Context: an optimization exercise on an open-source flow, tuned for small area and a short achievable clock period. The choices shown serve that exercise and are no tape-out recipe.
Function was checked by simulation only, so behaviour that the tests miss may differ from the original.

==> flow/design.v, too long to show whole: its modules and the start of the top module <==
// module FullAdder: 10 lines
// module HalfAdder: 9 lines
// module XnorCell: 7 lines
// module OrCell: 7 lines
// module XorCell: 7 lines
// module BlackN: 11 lines
// module BlackP: 11 lines
// module GrayN: 8 lines
// module GrayP: 8 lines
// module Inv: 6 lines
// module SumGate: 8 lines
// module SumGateN: 8 lines
// module AndGate: 7 lines
// module BoothEnc: 12 lines
// module BoothEnc0: 11 lines
// module BoothXnor: 7 lines
// module BoothSel: 9 lines
// module BoothSignN: 8 lines
// module Booth: 3611 lines
// module BoothSeq: 22 lines
module BoothSeq(
    A,
    B,
    clk,
    reset,
    result
);
  // ...
==> flow/run.sh <==
#!/bin/bash
# synth_recipe.tcl (not shown) runs the flow's synth.tcl, then flattens the netlist and writes it again
# the make line also repeats each setting of config.mk as NAME=value (left out here)
make -C /OpenROAD-flow-scripts/flow DESIGN_CONFIG=/design/flow/config.mk WORK_HOME=/design/flow/orfs CLKGATE_MAP_FILE= SYNTH_SCRIPT=/design/flow/synth_recipe.tcl finish
==> flow/config.mk <==
export PLATFORM = sky130hd
export DESIGN_NAME = BoothSeq
export DESIGN_NICKNAME = BoothSeq
export VERILOG_FILES = /design/flow/design.v
export SDC_FILE = /design/flow/constraint.sdc
export NUM_CORES = 4
export LEC_CHECK = 0
export CAP_MARGIN = 20
export CORE_MARGIN = 2
export CORE_UTILIZATION = 40
export SLEW_MARGIN = 20
export SYNTH_HIERARCHICAL = 1
==> flow/constraint.sdc <==
create_clock -name core_clock -period 70.0 [get_ports {clk}]
set_input_delay 14.0000 -clock core_clock [delete_from_list [all_inputs] [get_ports {clk}]]
set_output_delay 14.0000 -clock core_clock [all_outputs]
set_load 0.01 [all_outputs]
==> results.yml, run 1 <==
outcome:
  status: "no timing/DRC/antenna violations"
floorplanning:
  die_y_um: 246.5
  core.rowCount: 88
layout:
  largest_class: "multi-input gates"
  nFillCells: 5471
  n_sequential_cell: 129
  num-nonclk-buffers: 207
  post-route-util_pct: 46.11
  multi_input_area_share_pct: 76.82
  buf_share_pct: 7.028
  regMostFlops: "result"
  clkCellAreaFrac_pct: 2.230
setup_path:
  cp_max_fo: 1
  cp-endpoint: "result[13]"
  critical_path.top_delay_family: "buffers and inverters"
route:
  vias_per_cell: 6.123
  wl_met1_um: 28910
  first_pass_iters: 5
synth:
  synthCells: 2143
  yosys.area_share.simple_pct: 3.845
  async_flop_share_pct: 0
place:
  dp_slack_ns: 54.51
  io_buffers: 129
timing:
  max_clock_freq_mhz: 65.01
cts:
  clk_latency_ns: 0.49
grt:
  grt_max_degree: 45
job:
  cap_violations: 0
==> module BoothEnc, before the edit <==
module BoothEnc (
    input b2,
    input b1,
    input b0,
    output onen,
    output twon,
    output neg
);
    assign onen = ~(b1 ^ b0);
    assign twon = ~((b2 & ~b1 & ~b0) | (~b2 & b1 & b0));
    assign neg = b2 & ~(b1 & b0);
endmodule
==> run 2, diff against run 1 <==
--- a/flow/design.v
+++ b/flow/design.v
@@ -100,26 +100,50 @@
 endmodule
 module AndGate (
     input p,
     input rrn,
     output q
 );
     assign q = p & rrn;
 endmodule
+module NorCell (
+    input a,
+    input b,
+    output y
+);
+    assign y = ~(a | b);
+endmodule
 module BoothEnc (
     input b2,
     input b1,
     input b0,
     output onen,
     output twon,
     output neg
 );
-    assign onen = ~(b1 ^ b0);
-    assign twon = ~((b2 & ~b1 & ~b0) | (~b2 & b1 & b0));
+    wire t;
+    XnorCell u_one (b1, b0, onen);
+    XorCell u_t (b2, b1, t);
+    NandCell u_two (onen, t, twon);
+    NegCell u_neg (b2, b1, b0, neg);
+endmodule
+module NandCell (
+    input a,
+    input b,
+    output y
+);
+    assign y = ~(a & b);
+endmodule
+module NegCell (
+    input b2,
+    input b1,
+    input b0,
+    output neg
+);
     assign neg = b2 & ~(b1 & b0);
 endmodule
 module BoothEnc0 (
     input b2,
     input b1,
     output onen,
     output twon,
     output neg
@@ -3279,494 +3303,485 @@
     wire s961, c962;
     XnorCell u_s961 (pp15_31, c960, s961);
     OrCell u_c962 (pp15_31, c960, c962);
     wire fs963, fc964;
     HalfAdder u_fs963 (neg0, pp0_0, fs963, fc964);
     wire q0;
     AndGate u_g0 (fs963, rrn, q0);
     wire fs965, fc966;
-    FullAdder u_fs965 (pp0_1, 1'b0, fc964, fs965, fc966);
+    HalfAdder u_fs965 (pp0_1, fc964, fs965, fc966);
     wire q1;
     AndGate u_g1 (fs965, rrn, q1);
     wire fs967, fc968;
-    FullAdder u_fs967 (s1, 1'b0, fc966, fs967, fc968);
+    HalfAdder u_fs967 (s1, fc966, fs967, fc968);
     wire q2;
     AndGate u_g2 (fs967, rrn, q2);
     wire fs969, fc970;
     FullAdder u_fs969 (s3, c2, fc968, fs969, fc970);
     wire q3;
     AndGate u_g3 (fs969, rrn, q3);
     wire fs971, fc972;
-    FullAdder u_fs971 (s7, 1'b0, fc970, fs971, fc972);
+    HalfAdder u_fs971 (s7, fc970, fs971, fc972);
     wire q4;
     AndGate u_g4 (fs971, rrn, q4);
     wire fs973, fc974;
     FullAdder u_fs973 (s11, c8, fc972, fs973, fc974);
     wire q5;
     AndGate u_g5 (fs973, rrn, q5);
     wire fs975, fc976;
-    FullAdder u_fs975 (s17, 1'b0, fc974, fs975, fc976);
+    HalfAdder u_fs975 (s17, fc974, fs975, fc976);
     wire q6;
     AndGate u_g6 (fs975, rrn, q6);
     wire fs977, fc978;
     FullAdder u_fs977 (s23, c18, fc976, fs977, fc978);
     wire q7;
     AndGate u_g7 (fs977, rrn, q7);
     wire fs979, fc980;
-    FullAdder u_fs979 (s31, 1'b0, fc978, fs979, fc980);
+    HalfAdder u_fs979 (s31, fc978, fs979, fc980);
     wire q8;
     AndGate u_g8 (fs979, rrn, q8);
     wire fs981, fc982;
-    FullAdder u_fs981 (s39, 1'b0, fc980, fs981, fc982);
+    HalfAdder u_fs981 (s39, fc980, fs981, fc982);
     wire q9;
     AndGate u_g9 (fs981, rrn, q9);
     wire fs983, fc984;
     FullAdder u_fs983 (s49, c40, fc982, fs983, fc984);
     wire q10;
     AndGate u_g10 (fs983, rrn, q10);
     wire fs985, fc986;
-    FullAdder u_fs985 (s59, 1'b0, fc984, fs985, fc986);
+    HalfAdder u_fs985 (s59, fc984, fs985, fc986);
     wire q11;
     AndGate u_g11 (fs985, rrn, q11);
     wire fs987, fc988;
     FullAdder u_fs987 (s71, c60, fc986, fs987, fc988);
     wire q12;
     AndGate u_g12 (fs987, rrn, q12);
     wire fs989, fc990;
-    FullAdder u_fs989 (s83, 1'b0, fc988, fs989, fc990);
+    HalfAdder u_fs989 (s83, fc988, fs989, fc990);
     wire q13;
     AndGate u_g13 (fs989, rrn, q13);
     wire fs991, fc992;
     FullAdder u_fs991 (s97, c84, fc990, fs991, fc992);
     wire q14;
     AndGate u_g14 (fs991, rrn, q14);
     wire fs993, fc994;
-    FullAdder u_fs993 (s111, 1'b0, fc992, fs993, fc994);
+    HalfAdder u_fs993 (s111, fc992, fs993, fc994);
     wire q15;
     AndGate u_g15 (fs993, rrn, q15);
     wire fs995, fc996;
     FullAdder u_fs995 (s127, c112, fc994, fs995, fc996);
     wire q16;
     AndGate u_g16 (fs995, rrn, q16);
     wire fs997, fc998;
-    FullAdder u_fs997 (s143, 1'b0, fc996, fs997, fc998);
+    HalfAdder u_fs997 (s143, fc996, fs997, fc998);
     wire q17;
     AndGate u_g17 (fs997, rrn, q17);
     wire fs999, fc1000;
     FullAdder u_fs999 (s161, c144, fc998, fs999, fc1000);
     wire q18;
     AndGate u_g18 (fs999, rrn, q18);
     wire fs1001, fc1002;
-    FullAdder u_fs1001 (s179, 1'b0, fc1000, fs1001, fc1002);
+    HalfAdder u_fs1001 (s179, fc1000, fs1001, fc1002);
     wire q19;
     AndGate u_g19 (fs1001, rrn, q19);
     wire g1003, p1004;
     HalfAdder u_g1003 (s199, c180, p1004, g1003);
     wire g1005, p1006;
-    HalfAdder u_g1005 (s219, 1'b0, p1006, g1005);
+    HalfAdder u_g1005 (s241, c220, p1006, g1005);
     wire g1007, p1008;
-    HalfAdder u_g1007 (s241, c220, p1008, g1007);
+    HalfAdder u_g1007 (s287, c264, p1008, g1007);
     wire g1009, p1010;
-    HalfAdder u_g1009 (s263, 1'b0, p1010, g1009);
+    HalfAdder u_g1009 (s337, c312, p1010, g1009);
     wire g1011, p1012;
-    HalfAdder u_g1011 (s287, c264, p1012, g1011);
+    HalfAdder u_g1011 (s419, c392, p1012, g1011);
     wire g1013, p1014;
-    HalfAdder u_g1013 (s311, 1'b0, p1014, g1013);
+    HalfAdder u_g1013 (s479, c450, p1014, g1013);
     wire g1015, p1016;
-    HalfAdder u_g1015 (s337, c312, p1016, g1015);
+    HalfAdder u_g1015 (s539, c510, p1016, g1015);
     wire g1017, p1018;
-    HalfAdder u_g1017 (s363, 1'b0, p1018, g1017);
+    HalfAdder u_g1017 (s597, c570, p1018, g1017);
     wire g1019, p1020;
-    HalfAdder u_g1019 (s391, 1'b0, p1020, g1019);
+    HalfAdder u_g1019 (s623, c598, p1020, g1019);
     wire g1021, p1022;
-    HalfAdder u_g1021 (s419, c392, p1022, g1021);
+    HalfAdder u_g1021 (s649, c624, p1022, g1021);
     wire g1023, p1024;
-    HalfAdder u_g1023 (s449, 1'b0, p1024, g1023);
+    HalfAdder u_g1023 (c650, s673, p1024, g1023);
     wire g1025, p1026;
-    HalfAdder u_g1025 (s479, c450, p1026, g1025);
+    HalfAdder u_g1025 (s697, c674, p1026, g1025);
     wire g1027, p1028;
-    HalfAdder u_g1027 (s509, 1'b0, p1028, g1027);
+    HalfAdder u_g1027 (c698, s719, p1028, g1027);
     wire g1029, p1030;
-    HalfAdder u_g1029 (s539, c510, p1030, g1029);
+    HalfAdder u_g1029 (s741, c720, p1030, g1029);
     wire g1031, p1032;
-    HalfAdder u_g1031 (s569, 1'b0, p1032, g1031);
+    HalfAdder u_g1031 (c742, s761, p1032, g1031);
     wire g1033, p1034;
-    HalfAdder u_g1033 (s597, c570, p1034, g1033);
+    HalfAdder u_g1033 (s781, c762, p1034, g1033);
     wire g1035, p1036;
-    HalfAdder u_g1035 (s623, c598, p1036, g1035);
+    HalfAdder u_g1035 (c782, s799, p1036, g1035);
     wire g1037, p1038;
-    HalfAdder u_g1037 (s649, c624, p1038, g1037);
+    HalfAdder u_g1037 (s817, c800, p1038, g1037);
     wire g1039, p1040;
-    HalfAdder u_g1039 (c650, s673, p1040, g1039);
+    HalfAdder u_g1039 (c818, s833, p1040, g1039);
     wire g1041, p1042;
-    HalfAdder u_g1041 (s697, c674, p1042, g1041);
+    HalfAdder u_g1041 (s849, c834, p1042, g1041);
     wire g1043, p1044;
-    HalfAdder u_g1043 (c698, s719, p1044, g1043);
+    HalfAdder u_g1043 (c850, s863, p1044, g1043);
     wire g1045, p1046;
-    HalfAdder u_g1045 (s741, c720, p1046, g1045);
+    HalfAdder u_g1045 (s877, c864, p1046, g1045);
     wire g1047, p1048;
-    HalfAdder u_g1047 (c742, s761, p1048, g1047);
+    HalfAdder u_g1047 (c878, s889, p1048, g1047);
     wire g1049, p1050;
-    HalfAdder u_g1049 (s781, c762, p1050, g1049);
+    HalfAdder u_g1049 (s901, c890, p1050, g1049);
     wire g1051, p1052;
-    HalfAdder u_g1051 (c782, s799, p1052, g1051);
+    HalfAdder u_g1051 (c902, s911, p1052, g1051);
     wire g1053, p1054;
-    HalfAdder u_g1053 (s817, c800, p1054, g1053);
+    HalfAdder u_g1053 (s921, c912, p1054, g1053);
     wire g1055, p1056;
-    HalfAdder u_g1055 (c818, s833, p1056, g1055);
+    HalfAdder u_g1055 (c922, s929, p1056, g1055);
     wire g1057, p1058;
-    HalfAdder u_g1057 (s849, c834, p1058, g1057);
+    HalfAdder u_g1057 (s937, c930, p1058, g1057);
     wire g1059, p1060;
-    HalfAdder u_g1059 (c850, s863, p1060, g1059);
+    HalfAdder u_g1059 (c938, s943, p1060, g1059);
     wire g1061, p1062;
-    HalfAdder u_g1061 (s877, c864, p1062, g1061);
+    HalfAdder u_g1061 (s949, c944, p1062, g1061);
     wire g1063, p1064;
-    HalfAdder u_g1063 (c878, s889, p1064, g1063);
+    HalfAdder u_g1063 (c950, s953, p1064, g1063);
     wire g1065, p1066;
-    HalfAdder u_g1065 (s901, c890, p1066, g1065);
+    HalfAdder u_g1065 (s957, c954, p1066, g1065);
     wire g1067, p1068;
-    HalfAdder u_g1067 (c902, s911, p1068, g1067);
+    HalfAdder u_g1067 (c958, s959, p1068, g1067);
     wire g1069, p1070;
-    HalfAdder u_g1069 (s921, c912, p1070, g1069);
-    wire g1071, p1072;
-    HalfAdder u_g1071 (c922, s929, p1072, g1071);
-    wire g1073, p1074;
-    HalfAdder u_g1073 (s937, c930, p1074, g1073);
-    wire g1075, p1076;
-    HalfAdder u_g1075 (c938, s943, p1076, g1075);
-    wire g1077, p1078;
-    HalfAdder u_g1077 (s949, c944, p1078, g1077);
-    wire g1079, p1080;
-    HalfAdder u_g1079 (c950, s953, p1080, g1079);
-    wire g1081, p1082;
-    HalfAdder u_g1081 (s957, c954, p1082, g1081);
-    wire g1083, p1084;
-    HalfAdder u_g1083 (c958, s959, p1084, g1083);
-    wire g1085, p1086;
-    HalfAdder u_g1085 (s961, 1'b0, p1086, g1085);
-    wire g1087, p1088;
-    HalfAdder u_g1087 (pp15_ns, c962, p1088, g1087);
-    wire g1089, p1090;
-    HalfAdder u_g1089 (1'b1, 1'b0, p1090, g1089);
-    wire G1091;
-    GrayN u_G1091 (g1003, p1004, fc1002, G1091);
+    HalfAdder u_g1069 (pp15_ns, c962, p1070, g1069);
+    wire G1071;
+    GrayN u_G1071 (g1003, p1004, fc1002, G1071);
+    wire P1072;
+    NandCell u_P1072 (p1006, s219, P1072);
+    wire P1073;
+    NandCell u_P1073 (p1008, s263, P1073);
+    wire P1074;
+    NandCell u_P1074 (p1010, s311, P1074);
+    wire P1075;
+    NandCell u_P1075 (s391, s363, P1075);
+    wire G1076;
+    NandCell u_G1076 (s449, g1011, G1076);
+    wire P1077;
+    NandCell u_P1077 (s449, p1012, P1077);
+    wire G1078;
+    NandCell u_G1078 (s509, g1013, G1078);
+    wire P1079;
+    NandCell u_P1079 (s509, p1014, P1079);
+    wire G1080;
+    NandCell u_G1080 (s569, g1015, G1080);
+    wire P1081;
+    NandCell u_P1081 (s569, p1016, P1081);
+    wire G1082;
+    wire P1083;
+    BlackN u_G1082 (g1019, p1020, g1017, p1018, G1082, P1083);
+    wire G1084;
+    wire P1085;
+    BlackN u_G1084 (g1023, p1024, g1021, p1022, G1084, P1085);
+    wire G1086;
+    wire P1087;
+    BlackN u_G1086 (g1027, p1028, g1025, p1026, G1086, P1087);
+    wire G1088;
+    wire P1089;
+    BlackN u_G1088 (g1031, p1032, g1029, p1030, G1088, P1089);
+    wire G1090;
+    wire P1091;
+    BlackN u_G1090 (g1035, p1036, g1033, p1034, G1090, P1091);
     wire G1092;
     wire P1093;
-    BlackN u_G1092 (g1007, p1008, g1005, p1006, G1092, P1093);
+    BlackN u_G1092 (g1039, p1040, g1037, p1038, G1092, P1093);
     wire G1094;
     wire P1095;
-    BlackN u_G1094 (g1011, p1012, g1009, p1010, G1094, P1095);
+    BlackN u_G1094 (g1043, p1044, g1041, p1042, G1094, P1095);
     wire G1096;
     wire P1097;
-    BlackN u_G1096 (g1015, p1016, g1013, p1014, G1096, P1097);
+    BlackN u_G1096 (g1047, p1048, g1045, p1046, G1096, P1097);
     wire G1098;
     wire P1099;
-    BlackN u_G1098 (g1019, p1020, g1017, p1018, G1098, P1099);
+    BlackN u_G1098 (g1051, p1052, g1049, p1050, G1098, P1099);
     wire G1100;
     wire P1101;
-    BlackN u_G1100 (g1023, p1024, g1021, p1022, G1100, P1101);
+    BlackN u_G1100 (g1055, p1056, g1053, p1054, G1100, P1101);
     wire G1102;
     wire P1103;
-    BlackN u_G1102 (g1027, p1028, g1025, p1026, G1102, P1103);
+    BlackN u_G1102 (g1059, p1060, g1057, p1058, G1102, P1103);
     wire G1104;
     wire P1105;
-    BlackN u_G1104 (g1031, p1032, g1029, p1030, G1104, P1105);
+    BlackN u_G1104 (g1063, p1064, g1061, p1062, G1104, P1105);
     wire G1106;
     wire P1107;
-    BlackN u_G1106 (g1035, p1036, g1033, p1034, G1106, P1107);
-    wire G1108;
-    wire P1109;
-    BlackN u_G1108 (g1039, p1040, g1037, p1038, G1108, P1109);
+    BlackN u_G1106 (g1067, p1068, g1065, p1066, G1106, P1107);
+    wire P1108;
+    NandCell u_P1108 (p1070, s961, P1108);
+    wire inv1109;
+    Inv u_inv1109 (g1005, inv1109);
     wire G1110;
-    wire P1111;
-    BlackN u_G1110 (g1043, p1044, g1041, p1042, G1110, P1111);
+    GrayP u_G1110 (inv1109, P1072, G1071, G1110);
+    wire inv1111;
+    Inv u_inv1111 (P1074, inv1111);
     wire G1112;
-    wire P1113;
-    BlackN u_G1112 (g1047, p1048, g1045, p1046, G1112, P1113);
-    wire G1114;
+    wire inv1113;
+    Inv u_inv1113 (P1073, inv1113);
+    wire P1114;
+    BlackN u_G1112 (g1009, inv1111, g1007, inv1113, G1112, P1114);
     wire P1115;
-    BlackN u_G1114 (g1051, p1052, g1049, p1050, G1114, P1115);
+    NorCell u_P1115 (P1077, P1075, P1115);
     wire G1116;
     wire P1117;
-    BlackN u_G1116 (g1055, p1056, g1053, p1054, G1116, P1117);
+    BlackP u_G1116 (G1080, P1081, G1078, P1079, G1116, P1117);
     wire G1118;
     wire P1119;
-    BlackN u_G1118 (g1059, p1060, g1057, p1058, G1118, P1119);
+    BlackP u_G1118 (G1084, P1085, G1082, P1083, G1118, P1119);
     wire G1120;
     wire P1121;
-    BlackN u_G1120 (g1063, p1064, g1061, p1062, G1120, P1121);
+    BlackP u_G1120 (G1088, P1089, G1086, P1087, G1120, P1121);
     wire G1122;
     wire P1123;
-    BlackN u_G1122 (g1067, p1068, g1065, p1066, G1122, P1123);
+    BlackP u_G1122 (G1092, P1093, G1090, P1091, G1122, P1123);
     wire G1124;
     wire P1125;
-    BlackN u_G1124 (g1071, p1072, g1069, p1070, G1124, P1125);
+    BlackP u_G1124 (G1096, P1097, G1094, P1095, G1124, P1125);
     wire G1126;
     wire P1127;
-    BlackN u_G1126 (g1075, p1076, g1073, p1074, G1126, P1127);
+    BlackP u_G1126 (G1100, P1101, G1098, P1099, G1126, P1127);
     wire G1128;
     wire P1129;
-    BlackN u_G1128 (g1079, p1080, g1077, p1078, G1128, P1129);
-    wire G1130;
-    wire P1131;
-    BlackN u_G1130 (g1083, p1084, g1081, p1082, G1130, P1131);
-    wire G1132;
-    wire P1133;
-    BlackN u_G1132 (g1087, p1088, g1085, p1086, G1132, P1133);
+    BlackP u_G1128 (G1104, P1105, G1102, P1103, G1128, P1129);
+    wire inv1130;
+    Inv u_inv1130 (g1069, inv1130);
+    wire G1131;
+    wire P1132;
+    BlackP u_G1131 (inv1130, P1108, G1106, P1107, G1131, P1132);
+    wire inv1133;
+    Inv u_inv1133 (G1110, inv1133);
     wire G1134;
-    GrayP u_G1134 (G1092, P1093, G1091, G1134);
-    wire G1135;
-    wire P1136;
-    BlackP u_G1135 (G1096, P1097, G1094, P1095, G1135, P1136);
-    wire G1137;
-    wire P1138;
-    BlackP u_G1137 (G1100, P1101, G1098, P1099, G1137, P1138);
-    wire G1139;
-    wire P1140;
-    BlackP u_G1139 (G1104, P1105, G1102, P1103, G1139, P1140);
-    wire G1141;
-    wire P1142;
-    BlackP u_G1141 (G1108, P1109, G1106, P1107, G1141, P1142);
-    wire G1143;
-    wire P1144;
-    BlackP u_G1143 (G1112, P1113, G1110, P1111, G1143, P1144);
+    GrayP u_G1134 (G1112, P1114, inv1133, G1134);
+    wire inv1135;
+    Inv u_inv1135 (G1076, inv1135);
+    wire G1136;
+    wire P1137;
+    BlackN u_G1136 (G1116, P1117, inv1135, P1115, G1136, P1137);
+    wire G1138;
+    wire P1139;
+    BlackN u_G1138 (G1120, P1121, G1118, P1119, G1138, P1139);
+    wire G1140;
+    wire P1141;
+    BlackN u_G1140 (G1124, P1125, G1122, P1123, G1140, P1141);
+    wire G1142;
+    wire P1143;
+    BlackN u_G1142 (G1128, P1129, G1126, P1127, G1142, P1143);
+    wire inv1144;
+    Inv u_inv1144 (G1134, inv1144);
     wire G1145;
-    wire P1146;
-    BlackP u_G1145 (G1116, P1117, G1114, P1115, G1145, P1146);
-    wire G1147;
-    wire P1148;
-    BlackP u_G1147 (G1120, P1121, G1118, P1119, G1147, P1148);
-    wire G1149;
-    wire P1150;
-    BlackP u_G1149 (G1124, P1125, G1122, P1123, G1149, P1150);
+    GrayP u_G1145 (G1136, P1137, inv1144, G1145);
+    wire G1146;
+    wire P1147;
+    BlackP u_G1146 (G1140, P1141, G1138, P1139, G1146, P1147);
+    wire G1148;
+    GrayN u_G1148 (G1146, P1147, G1145, G1148);
+    wire inv1149;
+    Inv u_inv1149 (G1145, inv1149);
+    wire G1150;
+    GrayP u_G1150 (G1138, P1139, inv1149, G1150);
     wire G1151;
-    wire P1152;
-    BlackP u_G1151 (G1128, P1129, G1126, P1127, G1151, P1152);
+    GrayP u_G1151 (G1142, P1143, G1148, G1151);
+    wire inv1152;
+    Inv u_inv1152 (G1076, inv1152);
     wire G1153;
-    wire P1154;
-    BlackP u_G1153 (G1132, P1133, G1130, P1131, G1153, P1154);
+    GrayN u_G1153 (inv1152, P1115, G1134, G1153);
+    wire G1154;
+    GrayN u_G1154 (G1118, P1119, G1145, G1154);
     wire G1155;
-    GrayN u_G1155 (G1135, P1136, G1134, G1155);
-    wire G1156;
-    wire P1157;
-    BlackN u_G1156 (G1139, P1140, G1137, P1138, G1156, P1157);
+    GrayN u_G1155 (G1122, P1123, G1150, G1155);
+    wire inv1156;
+    Inv u_inv1156 (G1148, inv1156);
+    wire G1157;
+    GrayN u_G1157 (G1126, P1127, inv1156, G1157);
     wire G1158;
-    wire P1159;
-    BlackN u_G1158 (G1143, P1144, G1141, P1142, G1158, P1159);
+    GrayN u_G1158 (G1131, P1132, G1151, G1158);
+    wire inv1159;
+    Inv u_inv1159 (P1073, inv1159);
     wire G1160;
-    wire P1161;
-    BlackN u_G1160 (G1147, P1148, G1145, P1146, G1160, P1161);
+    GrayN u_G1160 (g1007, inv1159, G1110, G1160);
+    wire inv1161;
+    Inv u_inv1161 (P1075, inv1161);
     wire G1162;
-    wire P1163;
-    BlackN u_G1162 (G1151, P1152, G1149, P1150, G1162, P1163);
-    wire G1164;
-    GrayP u_G1164 (G1156, P1157, G1155, G1164);
+    NandCell u_G1162 (inv1161, G1134, G1162);
+    wire G1163;
+    GrayP u_G1163 (G1078, P1079, G1153, G1163);
+    wire inv1164;
+    Inv u_inv1164 (G1145, inv1164);
     wire G1165;
-    wire P1166;
-    BlackP u_G1165 (G1160, P1161, G1158, P1159, G1165, P1166);
-    wire G1167;
-    GrayN u_G1167 (G1165, P1166, G1164, G1167);
-    wire inv1168;
-    Inv u_inv1168 (G1164, inv1168);
+    GrayP u_G1165 (G1082, P1083, inv1164, G1165);
+    wire G1166;
+    GrayP u_G1166 (G1086, P1087, G1154, G1166);
+    wire inv1167;
+    Inv u_inv1167 (G1150, inv1167);
+    wire G1168;
+    GrayP u_G1168 (G1090, P1091, inv1167, G1168);
     wire G1169;
-    GrayP u_G1169 (G1158, P1159, inv1168, G1169);
+    GrayP u_G1169 (G1094, P1095, G1155, G1169);
     wire G1170;
-    GrayP u_G1170 (G1162, P1163, G1167, G1170);
-    wire inv1171;
-    Inv u_inv1171 (G1155, inv1171);
-    wire G1172;
-    GrayN u_G1172 (G1137, P1138, inv1171, G1172);
+    GrayP u_G1170 (G1098, P1099, G1148, G1170);
+    wire G1171;
+    GrayP u_G1171 (G1102, P1103, G1157, G1171);
+    wire inv1172;
+    Inv u_inv1172 (G1151, inv1172);
     wire G1173;
-    GrayN u_G1173 (G1141, P1142, G1164, G1173);
-    wire G1174;
-    GrayN u_G1174 (G1145, P1146, G1169, G1174);
-    wire inv1175;
-    Inv u_inv1175 (G1167, inv1175);
+    GrayP u_G1173 (G1106, P1107, inv1172, G1173);
+    wire inv1174;
+    Inv u_inv1174 (G1071, inv1174);
+    wire G1175;
+    NandCell u_G1175 (s219, inv1174, G1175);
     wire G1176;
-    GrayN u_G1176 (G1149, P1150, inv1175, G1176);
-    wire G1177;
-    GrayN u_G1177 (G1153, P1154, G1170, G1177);
-    wire inv1178;
-    Inv u_inv1178 (G1134, inv1178);
+    NandCell u_G1176 (s263, G1110, G1176);
+    wire inv1177;
+    Inv u_inv1177 (G1160, inv1177);
+    wire G1178;
+    NandCell u_G1178 (s311, inv1177, G1178);
     wire G1179;
-    GrayP u_G1179 (G1094, P1095, inv1178, G1179);
-    wire G1180;
-    GrayP u_G1180 (G1098, P1099, G1155, G1180);
+    NandCell u_G1179 (s363, G1134, G1179);
+    wire inv1180;
+    Inv u_inv1180 (G1162, inv1180);
     wire G1181;
-    GrayP u_G1181 (G1102, P1103, G1172, G1181);
+    GrayN u_G1181 (g1011, p1012, inv1180, G1181);
     wire inv1182;
-    Inv u_inv1182 (G1164, inv1182);
+    Inv u_inv1182 (G1153, inv1182);
     wire G1183;
-    GrayP u_G1183 (G1106, P1107, inv1182, G1183);
+    GrayN u_G1183 (g1013, p1014, inv1182, G1183);
     wire G1184;
-    GrayP u_G1184 (G1110, P1111, G1173, G1184);
-    wire inv1185;
-    Inv u_inv1185 (G1169, inv1185);
+    GrayN u_G1184 (g1015, p1016, G1163, G1184);
+    wire G1185;
+    GrayN u_G1185 (g1017, p1018, G1145, G1185);
     wire G1186;
-    GrayP u_G1186 (G1114, P1115, inv1185, G1186);
-    wire G1187;
-    GrayP u_G1187 (G1118, P1119, G1174, G1187);
+    GrayN u_G1186 (g1021, p1022, G1165, G1186);
+    wire inv1187;
+    Inv u_inv1187 (G1154, inv1187);
     wire G1188;
-    GrayP u_G1188 (G1122, P1123, G1167, G1188);
+    GrayN u_G1188 (g1025, p1026, inv1187, G1188);
     wire G1189;
-    GrayP u_G1189 (G1126, P1127, G1176, G1189);
-    wire inv1190;
-    Inv u_inv1190 (G1170, inv1190);
+    GrayN u_G1189 (g1029, p1030, G1166, G1189);
+    wire G1190;
+    GrayN u_G1190 (g1033, p1034, G1150, G1190);
     wire G1191;
-    GrayP u_G1191 (G1130, P1131, inv1190, G1191);
+    GrayN u_G1191 (g1037, p1038, G1168, G1191);
     wire inv1192;
-    Inv u_inv1192 (G1091, inv1192);
+    Inv u_inv1192 (G1155, inv1192);
     wire G1193;
-    GrayN u_G1193 (g1005, p1006, inv1192, G1193);
+    GrayN u_G1193 (g1041, p1042, inv1192, G1193);
     wire G1194;
-    GrayN u_G1194 (g1009, p1010, G1134, G1194);
-    wire G1195;
-    GrayN u_G1195 (g1013, p1014, G1179, G1195);
-    wire inv1196;
-    Inv u_inv1196 (G1155, inv1196);
+    GrayN u_G1194 (g1045, p1046, G1169, G1194);
+    wire inv1195;
+    Inv u_inv1195 (G1148, inv1195);
+    wire G1196;
+    GrayN u_G1196 (g1049, p1050, inv1195, G1196);
     wire G1197;
-    GrayN u_G1197 (g1017, p1018, inv1196, G1197);
-    wire G1198;
-    GrayN u_G1198 (g1021, p1022, G1180, G1198);
-    wire inv1199;
-    Inv u_inv1199 (G1172, inv1199);
+    GrayN u_G1197 (g1053, p1054, G1170, G1197);
+    wire inv1198;
+    Inv u_inv1198 (G1157, inv1198);
+    wire G1199;
+    GrayN u_G1199 (g1057, p1058, inv1198, G1199);
     wire G1200;
-    GrayN u_G1200 (g1025, p1026, inv1199, G1200);
+    GrayN u_G1200 (g1061, p1062, G1171, G1200);
     wire G1201;
-    GrayN u_G1201 (g1029, p1030, G1181, G1201);
+    GrayN u_G1201 (g1065, p1066, G1151, G1201);
     wire G1202;
-    GrayN u_G1202 (g1033, p1034, G1164, G1202);
-    wire G1203;
-    GrayN u_G1203 (g1037, p1038, G1183, G1203);
-    wire inv1204;
-    Inv u_inv1204 (G1173, inv1204);
-    wire G1205;
-    GrayN u_G1205 (g1041, p1042, inv1204, G1205);
-    wire G1206;
-    GrayN u_G1206 (g1045, p1046, G1184, G1206);
-    wire G1207;
-    GrayN u_G1207 (g1049, p1050, G1169, G1207);
-    wire G1208;
-    GrayN u_G1208 (g1053, p1054, G1186, G1208);
-    wire inv1209;
-    Inv u_inv1209 (G1174, inv1209);
-    wire G1210;
-    GrayN u_G1210 (g1057, p1058, inv1209, G1210);
-    wire G1211;
-    GrayN u_G1211 (g1061, p1062, G1187, G1211);
-    wire inv1212;
-    Inv u_inv1212 (G1167, inv1212);
-    wire G1213;
-    GrayN u_G1213 (g1065, p1066, inv1212, G1213);
-    wire G1214;
-    GrayN u_G1214 (g1069, p1070, G1188, G1214);
-    wire inv1215;
-    Inv u_inv1215 (G1176, inv1215);
-    wire G1216;
-    GrayN u_G1216 (g1073, p1074, inv1215, G1216);
-    wire G1217;
-    GrayN u_G1217 (g1077, p1078, G1189, G1217);
-    wire G1218;
-    GrayN u_G1218 (g1081, p1082, G1170, G1218);
-    wire G1219;
-    GrayN u_G1219 (g1085, p1086, G1191, G1219);
-    wire inv1220;
-    Inv u_inv1220 (G1177, inv1220);
-    wire G1221;
-    GrayN u_G1221 (g1089, p1090, inv1220, G1221);
+    NandCell u_G1202 (s961, G1173, G1202);
+    wire q1203;
+    SumGate u_q1203 (p1004, fc1002, rr, q1203);
+    wire q1204;
+    SumGateN u_q1204 (s219, G1071, rr, q1204);
+    wire q1205;
+    SumGateN u_q1205 (p1006, G1175, rr, q1205);
+    wire q1206;
+    SumGate u_q1206 (s263, G1110, rr, q1206);
+    wire q1207;
+    SumGateN u_q1207 (p1008, G1176, rr, q1207);
+    wire q1208;
+    SumGateN u_q1208 (s311, G1160, rr, q1208);
+    wire q1209;
+    SumGateN u_q1209 (p1010, G1178, rr, q1209);
+    wire q1210;
+    SumGate u_q1210 (s363, G1134, rr, q1210);
+    wire q1211;
+    SumGateN u_q1211 (s391, G1179, rr, q1211);
+    wire q1212;
+    SumGateN u_q1212 (p1012, G1162, rr, q1212);
+    wire q1213;
+    SumGateN u_q1213 (s449, G1181, rr, q1213);
+    wire q1214;
+    SumGateN u_q1214 (p1014, G1153, rr, q1214);
+    wire q1215;
+    SumGateN u_q1215 (s509, G1183, rr, q1215);
+    wire q1216;
+    SumGate u_q1216 (p1016, G1163, rr, q1216);
+    wire q1217;
+    SumGateN u_q1217 (s569, G1184, rr, q1217);
+    wire q1218;
+    SumGate u_q1218 (p1018, G1145, rr, q1218);
+    wire q1219;
+    SumGateN u_q1219 (p1020, G1185, rr, q1219);
+    wire q1220;
+    SumGate u_q1220 (p1022, G1165, rr, q1220);
+    wire q1221;
+    SumGateN u_q1221 (p1024, G1186, rr, q1221);
     wire q1222;
-    SumGate u_q1222 (p1004, fc1002, rr, q1222);
+    SumGateN u_q1222 (p1026, G1154, rr, q1222);
     wire q1223;
-    SumGateN u_q1223 (p1006, G1091, rr, q1223);
+    SumGateN u_q1223 (p1028, G1188, rr, q1223);
     wire q1224;
-    SumGateN u_q1224 (p1008, G1193, rr, q1224);
+    SumGate u_q1224 (p1030, G1166, rr, q1224);
     wire q1225;
-    SumGate u_q1225 (p1010, G1134, rr, q1225);
+    SumGateN u_q1225 (p1032, G1189, rr, q1225);
     wire q1226;
-    SumGateN u_q1226 (p1012, G1194, rr, q1226);
+    SumGate u_q1226 (p1034, G1150, rr, q1226);
     wire q1227;
-    SumGate u_q1227 (p1014, G1179, rr, q1227);
+    SumGateN u_q1227 (p1036, G1190, rr, q1227);
     wire q1228;
-    SumGateN u_q1228 (p1016, G1195, rr, q1228);
+    SumGate u_q1228 (p1038, G1168, rr, q1228);
     wire q1229;
-    SumGateN u_q1229 (p1018, G1155, rr, q1229);
+    SumGateN u_q1229 (p1040, G1191, rr, q1229);
     wire q1230;
-    SumGateN u_q1230 (p1020, G1197, rr, q1230);
+    SumGateN u_q1230 (p1042, G1155, rr, q1230);
     wire q1231;
-    SumGate u_q1231 (p1022, G1180, rr, q1231);
+    SumGateN u_q1231 (p1044, G1193, rr, q1231);
     wire q1232;
-    SumGateN u_q1232 (p1024, G1198, rr, q1232);
+    SumGate u_q1232 (p1046, G1169, rr, q1232);
     wire q1233;
-    SumGateN u_q1233 (p1026, G1172, rr, q1233);
+    SumGateN u_q1233 (p1048, G1194, rr, q1233);
     wire q1234;
-    SumGateN u_q1234 (p1028, G1200, rr, q1234);
+    SumGateN u_q1234 (p1050, G1148, rr, q1234);
     wire q1235;
-    SumGate u_q1235 (p1030, G1181, rr, q1235);
+    SumGateN u_q1235 (p1052, G1196, rr, q1235);
     wire q1236;
-    SumGateN u_q1236 (p1032, G1201, rr, q1236);
+    SumGate u_q1236 (p1054, G1170, rr, q1236);
     wire q1237;
-    SumGate u_q1237 (p1034, G1164, rr, q1237);
+    SumGateN u_q1237 (p1056, G1197, rr, q1237);
     wire q1238;
-    SumGateN u_q1238 (p1036, G1202, rr, q1238);
+    SumGateN u_q1238 (p1058, G1157, rr, q1238);
     wire q1239;
-    SumGate u_q1239 (p1038, G1183, rr, q1239);
+    SumGateN u_q1239 (p1060, G1199, rr, q1239);
     wire q1240;
-    SumGateN u_q1240 (p1040, G1203, rr, q1240);
+    SumGate u_q1240 (p1062, G1171, rr, q1240);
     wire q1241;
-    SumGateN u_q1241 (p1042, G1173, rr, q1241);
+    SumGateN u_q1241 (p1064, G1200, rr, q1241);
     wire q1242;
-    SumGateN u_q1242 (p1044, G1205, rr, q1242);
+    SumGate u_q1242 (p1066, G1151, rr, q1242);
     wire q1243;
-    SumGate u_q1243 (p1046, G1184, rr, q1243);
+    SumGateN u_q1243 (p1068, G1201, rr, q1243);
     wire q1244;
-    SumGateN u_q1244 (p1048, G1206, rr, q1244);
+    SumGate u_q1244 (s961, G1173, rr, q1244);
     wire q1245;
-    SumGate u_q1245 (p1050, G1169, rr, q1245);
+    SumGateN u_q1245 (p1070, G1202, rr, q1245);
     wire q1246;
-    SumGateN u_q1246 (p1052, G1207, rr, q1246);
-    wire q1247;
-    SumGate u_q1247 (p1054, G1186, rr, q1247);
-    wire q1248;
-    SumGateN u_q1248 (p1056, G1208, rr, q1248);
-    wire q1249;
-    SumGateN u_q1249 (p1058, G1174, rr, q1249);
-    wire q1250;
-    SumGateN u_q1250 (p1060, G1210, rr, q1250);
-    wire q1251;
-    SumGate u_q1251 (p1062, G1187, rr, q1251);
-    wire q1252;
-    SumGateN u_q1252 (p1064, G1211, rr, q1252);
-    wire q1253;
-    SumGateN u_q1253 (p1066, G1167, rr, q1253);
-    wire q1254;
-    SumGateN u_q1254 (p1068, G1213, rr, q1254);
-    wire q1255;
-    SumGate u_q1255 (p1070, G1188, rr, q1255);
-    wire q1256;
-    SumGateN u_q1256 (p1072, G1214, rr, q1256);
-    wire q1257;
-    SumGateN u_q1257 (p1074, G1176, rr, q1257);
-    wire q1258;
-    SumGateN u_q1258 (p1076, G1216, rr, q1258);
-    wire q1259;
-    SumGate u_q1259 (p1078, G1189, rr, q1259);
-    wire q1260;
-    SumGateN u_q1260 (p1080, G1217, rr, q1260);
-    wire q1261;
-    SumGate u_q1261 (p1082, G1170, rr, q1261);
-    wire q1262;
-    SumGateN u_q1262 (p1084, G1218, rr, q1262);
-    wire q1263;
-    SumGate u_q1263 (p1086, G1191, rr, q1263);
-    wire q1264;
-    SumGateN u_q1264 (p1088, G1219, rr, q1264);
-    wire q1265;
-    SumGateN u_q1265 (p1090, G1177, rr, q1265);
-    assign result = {q1265, q1264, q1263, q1262, q1261, q1260, q1259, q1258, q1257, q1256, q1255, q1254, q1253, q1252, q1251, q1250, q1249, q1248, q1247, q1246, q1245, q1244, q1243, q1242, q1241, q1240, q1239, q1238, q1237, q1236, q1235, q1234, q1233, q1232, q1231, q1230, q1229, q1228, q1227, q1226, q1225, q1224, q1223, q1222, q19, q18, q17, q16, q15, q14, q13, q12, q11, q10, q9, q8, q7, q6, q5, q4, q3, q2, q1, q0};
+    AndGate u_q1246 (G1158, rrn, q1246);
+    assign result = {q1246, q1245, q1244, q1243, q1242, q1241, q1240, q1239, q1238, q1237, q1236, q1235, q1234, q1233, q1232, q1231, q1230, q1229, q1228, q1227, q1226, q1225, q1224, q1223, q1222, q1221, q1220, q1219, q1218, q1217, q1216, q1215, q1214, q1213, q1212, q1211, q1210, q1209, q1208, q1207, q1206, q1205, q1204, q1203, q19, q18, q17, q16, q15, q14, q13, q12, q11, q10, q9, q8, q7, q6, q5, q4, q3, q2, q1, q0};
 endmodule
 module BoothSeq(
     A,
     B,
     clk,
     reset,
     result
 );
==> results.yml, run 2 <==
outcome:
  status: "no timing/DRC/antenna violations"
floorplanning:
  initial_core_util_pct: 40.60
  die_w_um: 243.7
  io_pins: 130
  dieArea_mm2: 0.05938
  core.rowCount: 87
  die_y_um: 243.7
  core_area_mm2: 0.05660
setup_path:
  crit_buf_inv: 1
  cp.required_ns: 56.00
  cp-end-kind: "output port"
  r2r_cells: 38
  arrival_ns: 1.34
  reg2reg_to: "result[62]"
  critical_path.top_delay_family: "buffers and inverters"
  critPathLaunchType: "flip-flop"
  rrSetupSlack_ns: 60.10
  worst_path_largest_cell_delay_ns: 0.54
  startpoint: "result[54]"
  worstSetupPathType: "reg -> out"
  cp_slowest_cell: "clkdlybuf4s50_1"
  r2r-start: "BReg[1]"
  cp_max_fo: 1
  path_cells: "clkdlybuf4s50_1"
place:
  gp_congestion: 0.9060
  dp_hpwl_um: 53470
  place_inst: 3003
  io_buffers: 129
cts:
  hold_buffers: 0
  cts_setup_buffers: 0
  clk_latency_ns: 0.49
  cts_inserted_buffers: 17
  cts_root_buf: "clkbuf_16"
  cts.clk_slew.worst_paths_ns: 0.07
  clockBufferDepth: 2
  cts_resized: 0
  cts_tree: "yes"
  htree_levels: 4
  cts.sink_count: 129
synth:
  synth-compound-area-share_pct: 17.45
  yosys.area.top_type: "fa_1"
  synth-xor-area-share_pct: 22.83
  synth_area_leaders: "fa_1 39%, xnor2_1 21%, o22ai_1 14%"
  synth_top_cell_area_share_pct: 39.03
  yosys.area_share.simple_pct: 2.706
  yosys.area_share.adder_pct: 43.00
  synth_cell_types: 18
  ys_seq_area_share_pct: 11.24
  synth-edff-count: 0
  ys_ff_latch: 129
  synthTopCellsByCount: "555 x xnor2_1, 513 x o22ai_1, 448 x fa_1, 129 x dfxtp_1, 73 x ha_1"
  synth_top_family_by_area: "adder cells"
  synthCells: 2103
  ys.warnings.count: 7
  synth_most_common_cell: "xnor2_1"
  synth_mux_area_share_pct: 0
  async_flop_share_pct: 0
  synth_ff_type: "dfxtp_1"
  syn_area_mm2: 0.02298
  syn_avg_cell_area_um2: 10.93
timing:
  slew-limit-headroom_pct: 22.98
  setup_viol: 0
  finalCriticalPeriod_ns: 15.34
  finalSetupTns_ns: 0
  max_clock_freq_mhz: 65.17
  min_period_over_period_pct: 21.92
  hold_viol_final: 0
  fin_worst_skew_ns: 0.01850
  worstMarginPinSlew_ns: 1.154
  rsz0062_at_grt: "no"
  slew_violations: 0
job:
  cap_violations: 0
layout:
  fin_cells: 3035
  nNetsFinal: 2853
  largest_reg_flops: 64
  final_common_cell: "xnor2_1"
  drive_above_1_share_pct: 8.732
  top_regs: "result: 64 flops, AReg: 32 flops, BReg: 32 flops"
  syn2layout_area_growth_pct: 14.03
  most-common-layout-cells: "540 x xnor2_1, 513 x o22ai_1, 448 x fa_1"
  nFillCells: 5374
  antennaDiodeCount: 0
  regMostFlops: "result"
route:
  vias_per_cell: 6.109
  first_pass_iters: 6
  drt_iter0_drc: 1771
  routed_wl_um: 73090
  antenna_left: 0
  dr_total_vias: 18540
  drc_errors: 0
  wl_per_cell_um: 24.08
min_path:
  hp-class: "reg -> reg"
  holdPathStages: 2
  hp-start: "resetReg"
  hold_path_end: "result[6]"
grt:
  grt_pass1_wl_um: 114700
  grt_max_degree: 44
  grt.total_usage_pct: 25.17
  grt_antenna_before_repair: 1
  grt_pass1_vias: 20030
  gr-total-overflow: 0
-- run 2: how the worst max path moves through the flow --
stage	cells after the start	slack, ns	to
4_1_cts	1	54.61	result[33]
2_1_floorplan	3	54.90	result[20]
3_3_place_gp	3	54.58	result[19]
6_report	1	54.66	result[54]
3_5_place_dp	4	54.50	result[36]
5_1_grt	1	54.60	result[62]
-- run 2: worst min-delay path, cell delays in order (launching register included) --
cell,delay (ns)
dfxtp_1,0.35
nor2_2,0.13
and2_1,0.16
-- run 2: area by class of cell --
class	count	area [um^2]	area share (%)
clock buffers	17	425.4	1.623
clock inverters	15	214.0	0.8165
inverters	40	150.1	0.5730
multi-input cells	1869	19990	76.29
flip-flops and latches	129	2585	9.864
well taps	756	945.9	3.610
repair buffers	209	1892	7.219
-- run 2: cell families (layout without fill, tap and decap cells) --
family                     Yosys count  count (layout)
AOI/OAI and AO/OA                  608             608
xor gates and xnor gates           599             599
adders and majority gates          521             521
and+or+nand+nor                    141             141
DFF                                129             129
buffers and inverters              105             281
-- run 2: through the flow --
step	setup WS (ns)	hold slack, ns	area, um^2	util (%)
2_1_floorplan	54.90	0.7612	22980	-
3_3_place_gp	54.58	0.7607	25560	45.16
3_5_place_dp	54.50	0.7901	25560	45.16
4_1_cts	54.61	0.8037	26200	46.29
5_1_grt	54.60	0.7561	26210	46.30
6_report	54.66	0.6855	26210	46.30
-- run 2: per-module statistics from Yosys (local to each module, per instance), a selection --
| module | area, um^2 | flops+latches | copies in the design | cells inside |
|---|---|---|---|---|
| SumGateN | 12.51 | 0 | 29 | 2 |
| BlackN | 12.51 | 0 | 18 | 2 |
| NandCell | 3.754 | 0 | 32 | 1 |
| GrayP | 5.005 | 0 | 13 | 1 |
| BoothSeq | 2592 | 129 | 1 | 131 |
| SumGate | 12.51 | 0 | 14 | 2 |
| NorCell | 3.754 | 0 | 1 | 1 |
| BoothSignN | 7.507 | 0 | 16 | 1 |
| BlackP | 12.51 | 0 | 9 | 2 |
| GrayN | 8.758 | 0 | 24 | 1 |
| Inv | 3.754 | 0 | 23 | 1 |
| FullAdder | 20.02 | 0 | 448 | 1 |
| Booth | 540.5 | 0 | 1 | 80 |
-- run 2: metal layers --
metal / track usage, % / share of wire (%) / up-vias
met3: 6.731 / 10 / 261
li1: - / - / 7847
met4: 12.05 / 4.9 / 0
met2: 41.03 / 47 / 1157
met1: 30.93 / 38 / 9275
met5: 0 / 0 / -
==> run 3, diff against run 2 <==
==> flow/flow/run.sh (new file) <==
#!/bin/bash
# The standard layout (the standard.sh: standard synthesis, then ORFS to
# finish), except that the port buffers are the smallest plain buffer
# instead of the delay cell buffer_ports picks by default.
set -euo pipefail
export BUFFER_PORTS_ARGS="-buffer_cell sky130_fd_sc_hd__buf_1"
bash standard.sh > standard.log 2>&1
==> flow/standard.sh (new file) <==
#!/bin/bash
# synth_recipe.tcl (not shown) runs the flow's synth.tcl, then flattens the netlist and writes it again
# the make line also repeats each setting of config.mk as NAME=value (left out here)
make -C /OpenROAD-flow-scripts/flow DESIGN_CONFIG=/design/flow/config.mk WORK_HOME=/design/flow/orfs CLKGATE_MAP_FILE= SYNTH_SCRIPT=/design/flow/synth_recipe.tcl "${@:-finish}"
removed: flow/run.sh
==> results.yml, run 3 <==
floorplanning:
  io_pins: 130
  initial_core_util_pct: 40.60
  die_w_um: 243.7
  core.rowCount: 87
  die_y_um: 243.7
  dieArea_mm2: 0.05938
  core_area_mm2: 0.05660
setup_path:
  cp_slowest_cell: "dfxtp_1"
  worstSetupPathType: "reg -> out"
  cp-end-kind: "output port"
  critical_path.top_delay_family: "flip-flops"
  critPathLaunchType: "flip-flop"
  cp.required_ns: 56.00
  path_cells: "buf_1"
  cp_max_fo: 1
  worst_path_largest_cell_delay_ns: 0.33
  arrival_ns: 0.96
  crit_buf_inv: 1
min_path:
  hp-class: "reg -> reg"
cts:
  cts_root_buf: "clkbuf_16"
  cts.clk_slew.worst_paths_ns: 0.07
  htree_levels: 4
  clk_latency_ns: 0.49
  cts_setup_buffers: 0
  hold_buffers: 0
  cts_tree: "yes"
  cts_resized: 0
  cts.sink_count: 129
  clockBufferDepth: 2
  cts_inserted_buffers: 17
place:
  dp_hpwl_um: 53260
  dp_slack_ns: 54.85
  gp_congestion: 0.8795
  io_buffers: 129
  place_area_mm2: 0.02475
route:
  drt_iter0_drc: 1980
  dr_total_vias: 18480
  routed_wl_um: 72950
  wl_per_cell_um: 24.04
  vias_per_cell: 6.089
  first_pass_iters: 6
  drc_errors: 0
  antenna_left: 0
layout:
  multi_input_comb_area_mm2: 0.01999
  syn2layout_area_growth_pct: 10.49
  drive_above_1_share_pct: 8.644
  top_regs: "result: 64 flops, AReg: 32 flops, BReg: 32 flops"
  register_area_mm2: 0.002585
  regMostFlops: "result"
  final_common_cell: "xnor2_1"
  nFillCells: 5409
  nNetsFinal: 2853
  design_area_mm2: 0.02539
  largest_reg_flops: 64
  most-common-layout-cells: "540 x xnor2_1, 513 x o22ai_1, 448 x fa_1"
  antennaDiodeCount: 0
grt:
  grt_max_degree: 44
  grt.total_usage_pct: 25.12
  grt_pass1_vias: 20230
  grt_pass1_wl_um: 114800
  gr-total-overflow: 0
  grt_antenna_before_repair: 0
timing:
  slew-limit-headroom_pct: 28.13
  rsz0062_at_grt: "no"
  fin_worst_skew_ns: 0.01494
  setup_viol: 0
  slew_violations: 0
  worstMarginPinSlew_ns: 1.077
  finalSetupTns_ns: 0
  max_clock_freq_mhz: 66.85
  finalCriticalPeriod_ns: 14.96
  layout_setup_ws_ns: 55.04
  min_period_over_period_pct: 21.37
  hold_viol_final: 0
synth:
  synthTopCellsByCount: "555 x xnor2_1, 513 x o22ai_1, 448 x fa_1, 129 x dfxtp_1, 73 x ha_1"
  syn_area_mm2: 0.02298
  syn_avg_cell_area_um2: 10.93
  synth_area_leaders: "fa_1 39%, xnor2_1 21%, o22ai_1 14%"
  synth_cell_types: 18
  synth_most_common_cell: "xnor2_1"
  async_flop_share_pct: 0
  ys_seq_area_share_pct: 11.24
  ys_ff_latch: 129
  synth_top_cell_area_share_pct: 39.03
  synth-edff-count: 0
  yosys.area.top_type: "fa_1"
  synth_ff_type: "dfxtp_1"
  ys.warnings.count: 7
  synthCells: 2103
outcome:
  status: "no timing/DRC/antenna violations"
job:
  cap_violations: 0
-- run 3: layout make-up --
cell class | count | share of cell area, %
inverters | 40 | 0.5913
clock inverters | 15 | 0.8328
multi-input cells | 1869 | 78.72
repair buffers | 209 | 4.272
clock buffers | 17 | 1.675
well taps | 756 | 3.725
flip-flops and latches | 129 | 10.18
-- run 3: kinds of logic after synthesis --
family / Yosys count / share of synthesized area [%]
buf+inv: 105 / 2.777
simple gates: 141 / 2.706
xor+xnor: 599 / 22.83
fa+ha+maj: 521 / 43.00
flops: 129 / 11.24
compound gates: 608 / 17.45
-- run 3: final timing paths --
path,start,endpoint,slack (ns),cells after the start
worst min-delay path,resetReg,result[8],0.81,2
worst min register to register,resetReg,result[8],0.81,2
worst max register to register,BReg[1],result[62],60.05,38
worst max-delay path,result[62],result[62],55.04,1
-- run 3: modules after synthesis, one instance, submodules excluded, a selection --
module	cells	flip-flops and latches	cell area, um^2	times used
NegCell	1	0	11.26	15
BoothXnor	1	0	8.758	512
BoothSel	1	0	6.256	513
GrayP	1	0	5.005	13
NandCell	1	0	3.754	32
NorCell	1	0	3.754	1
BoothSignN	1	0	7.507	16
BlackN	2	0	12.51	18
BlackP	2	0	12.51	9
XorCell	1	0	8.758	15
-- run 3: layer usage --
layer	up-vias	global-route usage (%)	share of wire [%]
met4	0	11.78	4.6
met1	9235	30.90	38
met2	1152	40.57	47
met3	263	7.336	10
li1	7830	-	-
met5	-	0	0
-- run 3: per-stage QoR --
step | utilization, % | std cells | hold slack [ns]
final | 44.86 | 3035 | 0.8119
after global routing | 44.86 | 3035 | 0.8741
after CTS | 44.86 | 3035 | 0.8096
after detailed placement | 43.73 | 3003 | 0.7869
after global placement | 43.73 | 3003 | 0.7733
after floorplan | - | 2103 | 0.7612

==> port drivers added, routing unchanged <==
Ports are ideal in the flow. The routed layouts listed here were re-timed in OpenROAD.
Step 1 sets driving cells, clkbuf_16 on the clock port and buf_2 on the other inputs (assumed; they add their load-dependent delay and slew).
Step 2 adds t to the input delays and takes it off the output delays; t is the mean of the earliest and latest rising clock arrival at the registers after step 1. Input paths then give back, and output paths get back, about the clock's delay inside the block.
Three values: no drivers, after step 1, after step 2; two values: the first two.
| run | shift t [ns] | setup WS [ns] | worst data-port slew with drivers (ns) |
|---|---|---|---|
| run 1 | 0.536 | 54.618 / 54.556 / 54.549 | 0.05 |
| run 2 | 0.543 | 54.655 / 54.594 / 54.511 | 0.05 |
| run 3 | 0.546 | 55.040 / 54.975 / 54.817 | 0.04 |
After both steps every run listed still meets setup and hold. The setup slack of run 3, which loses most, moves by -0.065 ns with the drivers and by -0.223 ns with both steps.
